Source: an optimization exercise on an open RTL-to-GDS flow (aim: small area and a short achievable clock period). Production flows keep margins and buffers that such runs may drop.
No activity file was given, so power comes from the tool's default toggle rates.

==> inputs of trial 32 <==
// lab4
module lab4(Dout, Din, clk, reset);
output  [17:0]  Dout;
input   [7:0]   Din;
input           clk, reset;
reg [7:0] r0, r1, r2, r3, r4, r5, r6, r7, r8, r9, r10;
reg [16:0] s;
wire nrst;
invm u_nrst (.a(reset), .y(nrst));
wire [7:0] nDin;
invm u_nd0 (.a(Din[0]), .y(nDin[0]));
invm u_nd1 (.a(Din[1]), .y(nDin[1]));
invm u_nd2 (.a(Din[2]), .y(nDin[2]));
invm u_nd3 (.a(Din[3]), .y(nDin[3]));
invm u_nd4 (.a(Din[4]), .y(nDin[4]));
invm u_nd5 (.a(Din[5]), .y(nDin[5]));
invm u_nd6 (.a(Din[6]), .y(nDin[6]));
invm u_nd7 (.a(Din[7]), .y(nDin[7]));
wire pas1, pac2;
ha upas1 (.a(r1[0]), .b(r7[0]), .s(pas1), .co(pac2));
wire pas3, pac4;
fa upas3 (.a(r1[1]), .b(r7[1]), .c(pac2), .s(pas3), .co(pac4));
wire pas5, pac6;
fa upas5 (.a(r1[2]), .b(r7[2]), .c(pac4), .s(pas5), .co(pac6));
wire pas7, pac8;
fa upas7 (.a(r1[3]), .b(r7[3]), .c(pac6), .s(pas7), .co(pac8));
wire pas9, pac10;
fa upas9 (.a(r1[4]), .b(r7[4]), .c(pac8), .s(pas9), .co(pac10));
wire pas11, pac12;
fa upas11 (.a(r1[5]), .b(r7[5]), .c(pac10), .s(pas11), .co(pac12));
wire pas13, pac14;
fa upas13 (.a(r1[6]), .b(r7[6]), .c(pac12), .s(pas13), .co(pac14));
wire pas15, pac16;
fa upas15 (.a(r1[7]), .b(r7[7]), .c(pac14), .s(pas15), .co(pac16));
wire pbs17, pbc18;
xnor2m upbs17 (.a(r2[0]), .b(r6[0]), .y(pbs17));
or2m upbc18 (.a(r2[0]), .b(r6[0]), .y(pbc18));
wire pbs19, pbc20;
fa upbs19 (.a(r2[1]), .b(r6[1]), .c(pbc18), .s(pbs19), .co(pbc20));
wire pbs21, pbc22;
fa upbs21 (.a(r2[2]), .b(r6[2]), .c(pbc20), .s(pbs21), .co(pbc22));
wire pbs23, pbc24;
fa upbs23 (.a(r2[3]), .b(r6[3]), .c(pbc22), .s(pbs23), .co(pbc24));
wire pbs25, pbc26;
fa upbs25 (.a(r2[4]), .b(r6[4]), .c(pbc24), .s(pbs25), .co(pbc26));
wire pbs27, pbc28;
fa upbs27 (.a(r2[5]), .b(r6[5]), .c(pbc26), .s(pbs27), .co(pbc28));
wire pbs29, pbc30;
fa upbs29 (.a(r2[6]), .b(r6[6]), .c(pbc28), .s(pbs29), .co(pbc30));
wire pbs31, pbc32;
fa upbs31 (.a(r2[7]), .b(r6[7]), .c(pbc30), .s(pbs31), .co(pbc32));
wire pcs33, pcc34;
ha upcs33 (.a(r3[0]), .b(r5[0]), .s(pcs33), .co(pcc34));
wire pcs35, pcc36;
fa upcs35 (.a(r3[1]), .b(r5[1]), .c(pcc34), .s(pcs35), .co(pcc36));
wire pcs37, pcc38;
fa upcs37 (.a(r3[2]), .b(r5[2]), .c(pcc36), .s(pcs37), .co(pcc38));
wire pcs39, pcc40;
  ...
==> flow/config.mk <==
export PLATFORM = sky130hd
export DESIGN_NAME = lab4
export DESIGN_NICKNAME = lab4
export VERILOG_FILES = /design/flow/design.v
export SDC_FILE = /design/flow/constraint.sdc
export NUM_CORES = 4
export LEC_CHECK = 0
export CAP_MARGIN = 20
export CORE_MARGIN = 2
export CORE_UTILIZATION = 40
export CTS_BUF_LIST = sky130_fd_sc_hd__clkbuf_8
export SLEW_MARGIN = 20
export SYNTH_HIERARCHICAL = 1
export SYNTH_MINIMUM_KEEP_SIZE = 0
==> flow/constraint.sdc <==
create_clock -name core_clock -period 13.0 [get_ports {clk}]
set_input_delay 2.6000 -clock core_clock [delete_from_list [all_inputs] [get_ports {clk}]]
set_output_delay 2.6000 -clock core_clock [all_outputs]
set_load 0.01 [all_outputs]
standard.sh (not shown) runs the stock make flow with config.mk's settings and CLKGATE_MAP_FILE= SYNTH_SCRIPT=/design/flow/synth_recipe.tcl, a recipe that flattens the netlist after the stock synthesis.
==> flow/flow/run.sh <==
#!/bin/bash
# The standard layout (standard.sh) with two changes to the resizer's
# settings: the port buffers are plain buffers (BUF) instead of the delay-cell
# footprint-mates buffer_ports picks by default, and repair_timing aims for a
# setup slack margin of MARGIN ns.
set -euo pipefail
MARGIN=5.6
BUF=sky130_fd_sc_hd__buf_2
export BUFFER_PORTS_ARGS="-buffer_cell $BUF"
sed -e "s/\"\${@:-finish}\"/SETUP_SLACK_MARGIN=$MARGIN \"\${@:-finish}\"/" standard.sh > standard_margin.sh
grep -q "SETUP_SLACK_MARGIN=$MARGIN" standard_margin.sh
bash standard_margin.sh > standard.log 2>&1
==> build 27: changes against trial 32 <==
--- a/flow/design.v
+++ b/flow/design.v
@@ -438,94 +438,28 @@
     r7 <= ~(r6 & {8{reset}});
     r8 <= ~(r7 | {8{nrst}});
     r9 <= r8 & {8{reset}};
     r10 <= ~(r9 & {8{reset}});
 end
 wire os397, oc398;
-xn3 uos397 (.a(s[3]), .b(Din[3]), .c(Din[0]), .y(os397));
-mjn uoc398 (.a(s[3]), .b(Din[3]), .c(Din[0]), .y(oc398));
+ha uos397 (.a(s[3]), .b(Din[0]), .s(os397), .co(oc398));
 wire os399, oc400;
-xn3 uos399 (.a(s[4]), .b(Din[4]), .c(Din[1]), .y(os399));
-mjn uoc400 (.a(s[4]), .b(Din[4]), .c(Din[1]), .y(oc400));
+fa uos399 (.a(s[4]), .b(Din[1]), .c(nDin[4]), .s(os399), .co(oc400));
 wire os401, oc402;
-xn3 uos401 (.a(s[5]), .b(Din[5]), .c(Din[2]), .y(os401));
-mjn uoc402 (.a(s[5]), .b(Din[5]), .c(Din[2]), .y(oc402));
+fa uos401 (.a(s[5]), .b(Din[2]), .c(nDin[5]), .s(os401), .co(oc402));
 wire os403, oc404;
-xn3 uos403 (.a(s[6]), .b(Din[6]), .c(Din[3]), .y(os403));
-mjn uoc404 (.a(s[6]), .b(Din[6]), .c(Din[3]), .y(oc404));
+fa uos403 (.a(s[6]), .b(Din[3]), .c(nDin[6]), .s(os403), .co(oc404));
 wire os405, oc406;
-xn3 uos405 (.a(s[7]), .b(Din[7]), .c(Din[4]), .y(os405));
-mjn uoc406 (.a(s[7]), .b(Din[7]), .c(Din[4]), .y(oc406));
+fa uos405 (.a(s[7]), .b(Din[4]), .c(nDin[7]), .s(os405), .co(oc406));
 wire os407, oc408;
 ha uos407 (.a(s[8]), .b(Din[5]), .s(os407), .co(oc408));
 wire os409, oc410;
 ha uos409 (.a(s[9]), .b(Din[6]), .s(os409), .co(oc410));
 wire os411, oc412;
 ha uos411 (.a(s[10]), .b(Din[7]), .s(os411), .co(oc412));
-wire pp0, gg0;
-xnm upp0 (.a(s[0]), .b(Din[0]), .y(pp0));
-anm ugg0 (.a(s[0]), .b(Din[0]), .y(gg0));
-wire pp1, gg1;
-xnm upp1 (.a(s[1]), .b(Din[1]), .y(pp1));
-anm ugg1 (.a(s[1]), .b(Din[1]), .y(gg1));
-wire pp2, gg2;
-xnm upp2 (.a(s[2]), .b(Din[2]), .y(pp2));
-anm ugg2 (.a(s[2]), .b(Din[2]), .y(gg2));
-wire pp3 = os397;
-wire gg3 = 1'b0;
-wire pp4, gg4;
-ha upp4 (.a(os399), .b(oc398), .s(pp4), .co(gg4));
-wire pp5, gg5;
-ha upp5 (.a(os401), .b(oc400), .s(pp5), .co(gg5));
-wire pp6, gg6;
-ha upp6 (.a(os403), .b(oc402), .s(pp6), .co(gg6));
-wire pp7, gg7;
-ha upp7 (.a(os405), .b(oc404), .s(pp7), .co(gg7));
-wire pp8, gg8;
-ha upp8 (.a(os407), .b(oc406), .s(pp8), .co(gg8));
-wire pp9, gg9;
-ha upp9 (.a(os409), .b(oc408), .s(pp9), .co(gg9));
-wire pp10, gg10;
-ha upp10 (.a(os411), .b(oc410), .s(pp10), .co(gg10));
-wire G0_1 = gg1 | (pp1 & gg0);
-wire P0_1 = pp1 & pp0;
-wire G0_3 = gg3 | (pp3 & gg2);
-wire P0_3 = pp3 & pp2;
-wire G0_5 = gg5 | (pp5 & gg4);
-wire P0_5 = pp5 & pp4;
-wire G0_7 = gg7 | (pp7 & gg6);
-wire P0_7 = pp7 & pp6;
-wire G0_9 = gg9 | (pp9 & gg8);
-wire P0_9 = pp9 & pp8;
-wire G1_2 = gg2 | (pp2 & G0_1);
-wire P1_2 = pp2 & P0_1;
-wire G1_3 = G0_3 | (P0_3 & G0_1);
-wire P1_3 = P0_3 & P0_1;
-wire G1_6 = gg6 | (pp6 & G0_5);
-wire P1_6 = pp6 & P0_5;
-wire G1_7 = G0_7 | (P0_7 & G0_5);
-wire P1_7 = P0_7 & P0_5;
-wire G1_10 = gg10 | (pp10 & G0_9);
-wire P1_10 = pp10 & P0_9;
-wire G2_4 = gg4 | (pp4 & G1_3);
-wire P2_4 = pp4 & P1_3;
-wire G2_5 = G0_5 | (P0_5 & G1_3);
-wire P2_5 = P0_5 & P1_3;
-wire G2_6 = G1_6 | (P1_6 & G1_3);
-wire P2_6 = P1_6 & P1_3;
-wire G2_7 = G1_7 | (P1_7 & G1_3);
-wire P2_7 = P1_7 & P1_3;
-wire G3_8 = gg8 | (pp8 & G2_7);
-wire P3_8 = pp8 & P2_7;
-wire G3_9 = G0_9 | (P0_9 & G2_7);
-wire P3_9 = P0_9 & P2_7;
-wire G3_10 = G1_10 | (P1_10 & G2_7);
-wire P3_10 = P1_10 & P2_7;
-wire [10:0] lo_s = {pp10 ^ G3_9, pp9 ^ G3_8, pp8 ^ G2_7, pp7 ^ G2_6, pp6 ^ G2_5, pp5 ^ G2_4, pp4 ^ G1_3, pp3 ^ G1_2, pp2 ^ G0_1, pp1 ^ gg0, pp0};
-wire lo_c = G3_10 | oc412;
-wire [11:0] lo = {lo_c, lo_s};
+wire [11:0] lo = {oc412, oc410, oc408, oc406, oc404, oc402, oc400, oc398, nDin[3], s[2], s[1], s[0]} + {1'b0, os411, os409, os407, os405, os403, os401, os399, os397, nDin[2], nDin[1], nDin[0]};
 wire [5:0] ones = {&s[15:11], &s[14:11], &s[13:11], &s[12:11], s[11], 1'b1};
 assign Dout = {1'b0, s[16:11] ^ (ones & {6{lo[11]}}), lo[10:0]};
 endmodule
 module fa(a, b, c, s, co);
 input a, b, c;
 output s, co;
@@ -539,32 +473,12 @@
 endmodule
 module or2m(a, b, y);
 input a, b;
 output y;
 assign y = a | b;
 endmodule
-module xn3(a, b, c, y);
-input a, b, c;
-output y;
-assign y = a ^ ~b ^ c;
-endmodule
-module mjn(a, b, c, y);
-input a, b, c;
-output y;
-assign y = (a & ~b) | (c & (a | ~b));
-endmodule
-module xnm(a, b, y);
-input a, b;
-output y;
-assign y = ~(a ^ b);
-endmodule
-module anm(a, b, y);
-input a, b;
-output y;
-assign y = a & ~b;
-endmodule
 module invm(a, y);
 input a;
 output y;
 assign y = ~a;
 endmodule
 module ha(a, b, s, co);
==> flow/flow/run.sh (replaced) <==
#!/bin/bash
# The standard layout (standard.sh) with two changes to the resizer's
# settings: the port buffers are plain buffers (BUF) instead of the delay-cell
# footprint-mates buffer_ports picks by default, and repair_timing aims for a
# setup slack margin of MARGIN ns.
set -euo pipefail
MARGIN=4.5
BUF=sky130_fd_sc_hd__buf_2
export BUFFER_PORTS_ARGS="-buffer_cell $BUF"
sed -e "s/\"\${@:-finish}\"/SETUP_SLACK_MARGIN=$MARGIN \"\${@:-finish}\"/" standard.sh > standard_margin.sh
grep -q "SETUP_SLACK_MARGIN=$MARGIN" standard_margin.sh
bash standard_margin.sh > standard.log 2>&1
==> build 64: changes against trial 32 <==
--- a/flow/design.v
+++ b/flow/design.v
@@ -438,94 +438,28 @@
     r7 <= ~(r6 & {8{reset}});
     r8 <= ~(r7 | {8{nrst}});
     r9 <= r8 & {8{reset}};
     r10 <= ~(r9 & {8{reset}});
 end
 wire os397, oc398;
-xn3 uos397 (.a(s[3]), .b(Din[3]), .c(Din[0]), .y(os397));
-mjn uoc398 (.a(s[3]), .b(Din[3]), .c(Din[0]), .y(oc398));
+ha uos397 (.a(s[3]), .b(Din[0]), .s(os397), .co(oc398));
 wire os399, oc400;
-xn3 uos399 (.a(s[4]), .b(Din[4]), .c(Din[1]), .y(os399));
-mjn uoc400 (.a(s[4]), .b(Din[4]), .c(Din[1]), .y(oc400));
+fa uos399 (.a(s[4]), .b(Din[1]), .c(nDin[4]), .s(os399), .co(oc400));
 wire os401, oc402;
-xn3 uos401 (.a(s[5]), .b(Din[5]), .c(Din[2]), .y(os401));
-mjn uoc402 (.a(s[5]), .b(Din[5]), .c(Din[2]), .y(oc402));
+fa uos401 (.a(s[5]), .b(Din[2]), .c(nDin[5]), .s(os401), .co(oc402));
 wire os403, oc404;
-xn3 uos403 (.a(s[6]), .b(Din[6]), .c(Din[3]), .y(os403));
-mjn uoc404 (.a(s[6]), .b(Din[6]), .c(Din[3]), .y(oc404));
+fa uos403 (.a(s[6]), .b(Din[3]), .c(nDin[6]), .s(os403), .co(oc404));
 wire os405, oc406;
-xn3 uos405 (.a(s[7]), .b(Din[7]), .c(Din[4]), .y(os405));
-mjn uoc406 (.a(s[7]), .b(Din[7]), .c(Din[4]), .y(oc406));
+fa uos405 (.a(s[7]), .b(Din[4]), .c(nDin[7]), .s(os405), .co(oc406));
 wire os407, oc408;
 ha uos407 (.a(s[8]), .b(Din[5]), .s(os407), .co(oc408));
 wire os409, oc410;
 ha uos409 (.a(s[9]), .b(Din[6]), .s(os409), .co(oc410));
 wire os411, oc412;
 ha uos411 (.a(s[10]), .b(Din[7]), .s(os411), .co(oc412));
-wire pp0, gg0;
-xnm upp0 (.a(s[0]), .b(Din[0]), .y(pp0));
-anm ugg0 (.a(s[0]), .b(Din[0]), .y(gg0));
-wire pp1, gg1;
-xnm upp1 (.a(s[1]), .b(Din[1]), .y(pp1));
-anm ugg1 (.a(s[1]), .b(Din[1]), .y(gg1));
-wire pp2, gg2;
-xnm upp2 (.a(s[2]), .b(Din[2]), .y(pp2));
-anm ugg2 (.a(s[2]), .b(Din[2]), .y(gg2));
-wire pp3 = os397;
-wire gg3 = 1'b0;
-wire pp4, gg4;
-ha upp4 (.a(os399), .b(oc398), .s(pp4), .co(gg4));
-wire pp5, gg5;
-ha upp5 (.a(os401), .b(oc400), .s(pp5), .co(gg5));
-wire pp6, gg6;
-ha upp6 (.a(os403), .b(oc402), .s(pp6), .co(gg6));
-wire pp7, gg7;
-ha upp7 (.a(os405), .b(oc404), .s(pp7), .co(gg7));
-wire pp8, gg8;
-ha upp8 (.a(os407), .b(oc406), .s(pp8), .co(gg8));
-wire pp9, gg9;
-ha upp9 (.a(os409), .b(oc408), .s(pp9), .co(gg9));
-wire pp10, gg10;
-ha upp10 (.a(os411), .b(oc410), .s(pp10), .co(gg10));
-wire G0_1 = gg1 | (pp1 & gg0);
-wire P0_1 = pp1 & pp0;
-wire G0_3 = gg3 | (pp3 & gg2);
-wire P0_3 = pp3 & pp2;
-wire G0_5 = gg5 | (pp5 & gg4);
-wire P0_5 = pp5 & pp4;
-wire G0_7 = gg7 | (pp7 & gg6);
-wire P0_7 = pp7 & pp6;
-wire G0_9 = gg9 | (pp9 & gg8);
-wire P0_9 = pp9 & pp8;
-wire G1_2 = gg2 | (pp2 & G0_1);
-wire P1_2 = pp2 & P0_1;
-wire G1_3 = G0_3 | (P0_3 & G0_1);
-wire P1_3 = P0_3 & P0_1;
-wire G1_6 = gg6 | (pp6 & G0_5);
-wire P1_6 = pp6 & P0_5;
-wire G1_7 = G0_7 | (P0_7 & G0_5);
-wire P1_7 = P0_7 & P0_5;
-wire G1_10 = gg10 | (pp10 & G0_9);
-wire P1_10 = pp10 & P0_9;
-wire G2_4 = gg4 | (pp4 & G1_3);
-wire P2_4 = pp4 & P1_3;
-wire G2_5 = G0_5 | (P0_5 & G1_3);
-wire P2_5 = P0_5 & P1_3;
-wire G2_6 = G1_6 | (P1_6 & G1_3);
-wire P2_6 = P1_6 & P1_3;
-wire G2_7 = G1_7 | (P1_7 & G1_3);
-wire P2_7 = P1_7 & P1_3;
-wire G3_8 = gg8 | (pp8 & G2_7);
-wire P3_8 = pp8 & P2_7;
-wire G3_9 = G0_9 | (P0_9 & G2_7);
-wire P3_9 = P0_9 & P2_7;
-wire G3_10 = G1_10 | (P1_10 & G2_7);
-wire P3_10 = P1_10 & P2_7;
-wire [10:0] lo_s = {pp10 ^ G3_9, pp9 ^ G3_8, pp8 ^ G2_7, pp7 ^ G2_6, pp6 ^ G2_5, pp5 ^ G2_4, pp4 ^ G1_3, pp3 ^ G1_2, pp2 ^ G0_1, pp1 ^ gg0, pp0};
-wire lo_c = G3_10 | oc412;
-wire [11:0] lo = {lo_c, lo_s};
+wire [11:0] lo = {oc412, oc410, oc408, oc406, oc404, oc402, oc400, oc398, nDin[3], s[2], s[1], s[0]} + {1'b0, os411, os409, os407, os405, os403, os401, os399, os397, nDin[2], nDin[1], nDin[0]};
 wire [5:0] ones = {&s[15:11], &s[14:11], &s[13:11], &s[12:11], s[11], 1'b1};
 assign Dout = {1'b0, s[16:11] ^ (ones & {6{lo[11]}}), lo[10:0]};
 endmodule
 module fa(a, b, c, s, co);
 input a, b, c;
 output s, co;
@@ -539,32 +473,12 @@
 endmodule
 module or2m(a, b, y);
 input a, b;
 output y;
 assign y = a | b;
 endmodule
-module xn3(a, b, c, y);
-input a, b, c;
-output y;
-assign y = a ^ ~b ^ c;
-endmodule
-module mjn(a, b, c, y);
-input a, b, c;
-output y;
-assign y = (a & ~b) | (c & (a | ~b));
-endmodule
-module xnm(a, b, y);
-input a, b;
-output y;
-assign y = ~(a ^ b);
-endmodule
-module anm(a, b, y);
-input a, b;
-output y;
-assign y = a & ~b;
-endmodule
 module invm(a, y);
 input a;
 output y;
 assign y = ~a;
 endmodule
 module ha(a, b, s, co);
==> flow/flow/run.sh (replaced) <==
#!/bin/bash
# The standard layout (standard.sh) with two changes to the resizer's
# settings: the port buffers are plain buffers (BUF) instead of the delay-cell
# footprint-mates buffer_ports picks by default, and repair_timing aims for a
# setup slack margin of MARGIN ns.
set -euo pipefail
MARGIN=5
BUF=sky130_fd_sc_hd__buf_2
export BUFFER_PORTS_ARGS="-buffer_cell $BUF"
sed -e "s/\"\${@:-finish}\"/SETUP_SLACK_MARGIN=$MARGIN \"\${@:-finish}\"/" standard.sh > standard_margin.sh
grep -q "SETUP_SLACK_MARGIN=$MARGIN" standard_margin.sh
bash standard_margin.sh > standard.log 2>&1
- ABC_AREA: unset -> 1
==> build 48: changes against trial 32 <==
==> flow/flow/run.sh (replaced) <==
#!/bin/bash
# The standard layout (standard.sh) with two changes to the resizer's
# settings: the port buffers are plain buffers (BUF) instead of the delay-cell
# footprint-mates buffer_ports picks by default, and repair_timing aims for a
# setup slack margin of MARGIN ns.
set -euo pipefail
MARGIN=5
BUF=sky130_fd_sc_hd__buf_2
export BUFFER_PORTS_ARGS="-buffer_cell $BUF"
sed -e "s/\"\${@:-finish}\"/SETUP_SLACK_MARGIN=$MARGIN \"\${@:-finish}\"/" standard.sh > standard_margin.sh
grep -q "SETUP_SLACK_MARGIN=$MARGIN" standard_margin.sh
bash standard_margin.sh > standard.log 2>&1
==> comparison table <==
metric                                                            build 48                 trial 32                 build 27                 build 64
Sequential cell area                                           0.00210 mm²              0.00210 mm²              0.00210 mm²              0.00210 mm²
Clock skew after layout                                          0.0194 ns                0.0198 ns                0.0148 ns               0.00899 ns
Initial Utilization                                                  40.6%                    40.6%                    40.7%                    40.8%
Placed cell count                                                      783                      783                      783                      915
Outcome                                            complete, no violations  complete, no violations  complete, no violations  complete, no violations
Source of the critical timing path                                   r3[0]                   Din[3]                   Din[4]                   Din[6]
Critical path startpoint category                                flip-flop            primary input            primary input            primary input
Sequential fraction of design power                                  24.5%                    22.8%                    25.3%                    23.9%
Net count of the finished layout                                       764                      779                      769                      897
Least-Margin Pin Slew                                             0.676 ns                 0.681 ns                 0.639 ns                 0.715 ns
Slowest cell on the critical path                                     fa_1                     ha_1                     fa_1                     fa_1
Area of placed instances                                       0.00737 mm²              0.00737 mm²              0.00737 mm²              0.00772 mm²
Clock Network Area Fraction                                          2.98%                    2.85%                    2.57%                    2.48%
Slew Limit Headroom                                                  54.9%                    54.6%                    57.4%                    52.4%
Post-synthesis area per instance                                  12.9 µm²                 12.9 µm²                 12.9 µm²                 10.9 µm²
Critical Path Stages                                                    21                       11                       11                       11
Net switching power                                               0.590 mW                 0.620 mW                 0.571 mW                 0.646 mW
Power per cell area                                             198 mW/mm²               203 mW/mm²               192 mW/mm²               194 mW/mm²
Sum of buffers and inverters on the critical path                        1                        4                        3                        3
Function was not checked in any run of this note: the RTL went through the layout flow alone.

[static timing again, ports no longer ideal]
In the flow no input, the clock included, has a driving cell. The finished layouts below were timed again as built, in two steps. Step 1 (the two cells are an assumption about what drives the block):
set clk [get_ports {clk}]
set_driving_cell -lib_cell sky130_fd_sc_hd__clkbuf_16 $clk
set_driving_cell -lib_cell sky130_fd_sc_hd__buf_2 [delete_from_list [all_inputs] $clk]
Step 2, shift: input delay + t, output delay - t, t = (earliest + latest rising clock arrival at the registers) / 2. This alone moves slack from input paths to output paths. Slacks: ideal ports / drivers / drivers and shift; pairs: ideal ports / drivers.
run	t, ns	slack for setup (ns)	worst hold slack (ns)
trial 32	0.424	5.733 / 5.707 / 5.600	0.415 / 0.415 / 0.415
build 27	0.417	5.257 / 5.234 / 5.234	0.416 / 0.416 / 0.416
build 64	0.413	5.621 / 5.600 / 5.501	0.413 / 0.413 / 0.413
build 48	0.424	5.475 / 5.475 / 5.396	0.417 / 0.417 / 0.417
After both steps setup and hold are still met in every run listed. For trial 32, which loses most, drivers alone change the setup slack by -0.026 ns; drivers and shift together by -0.133 ns.
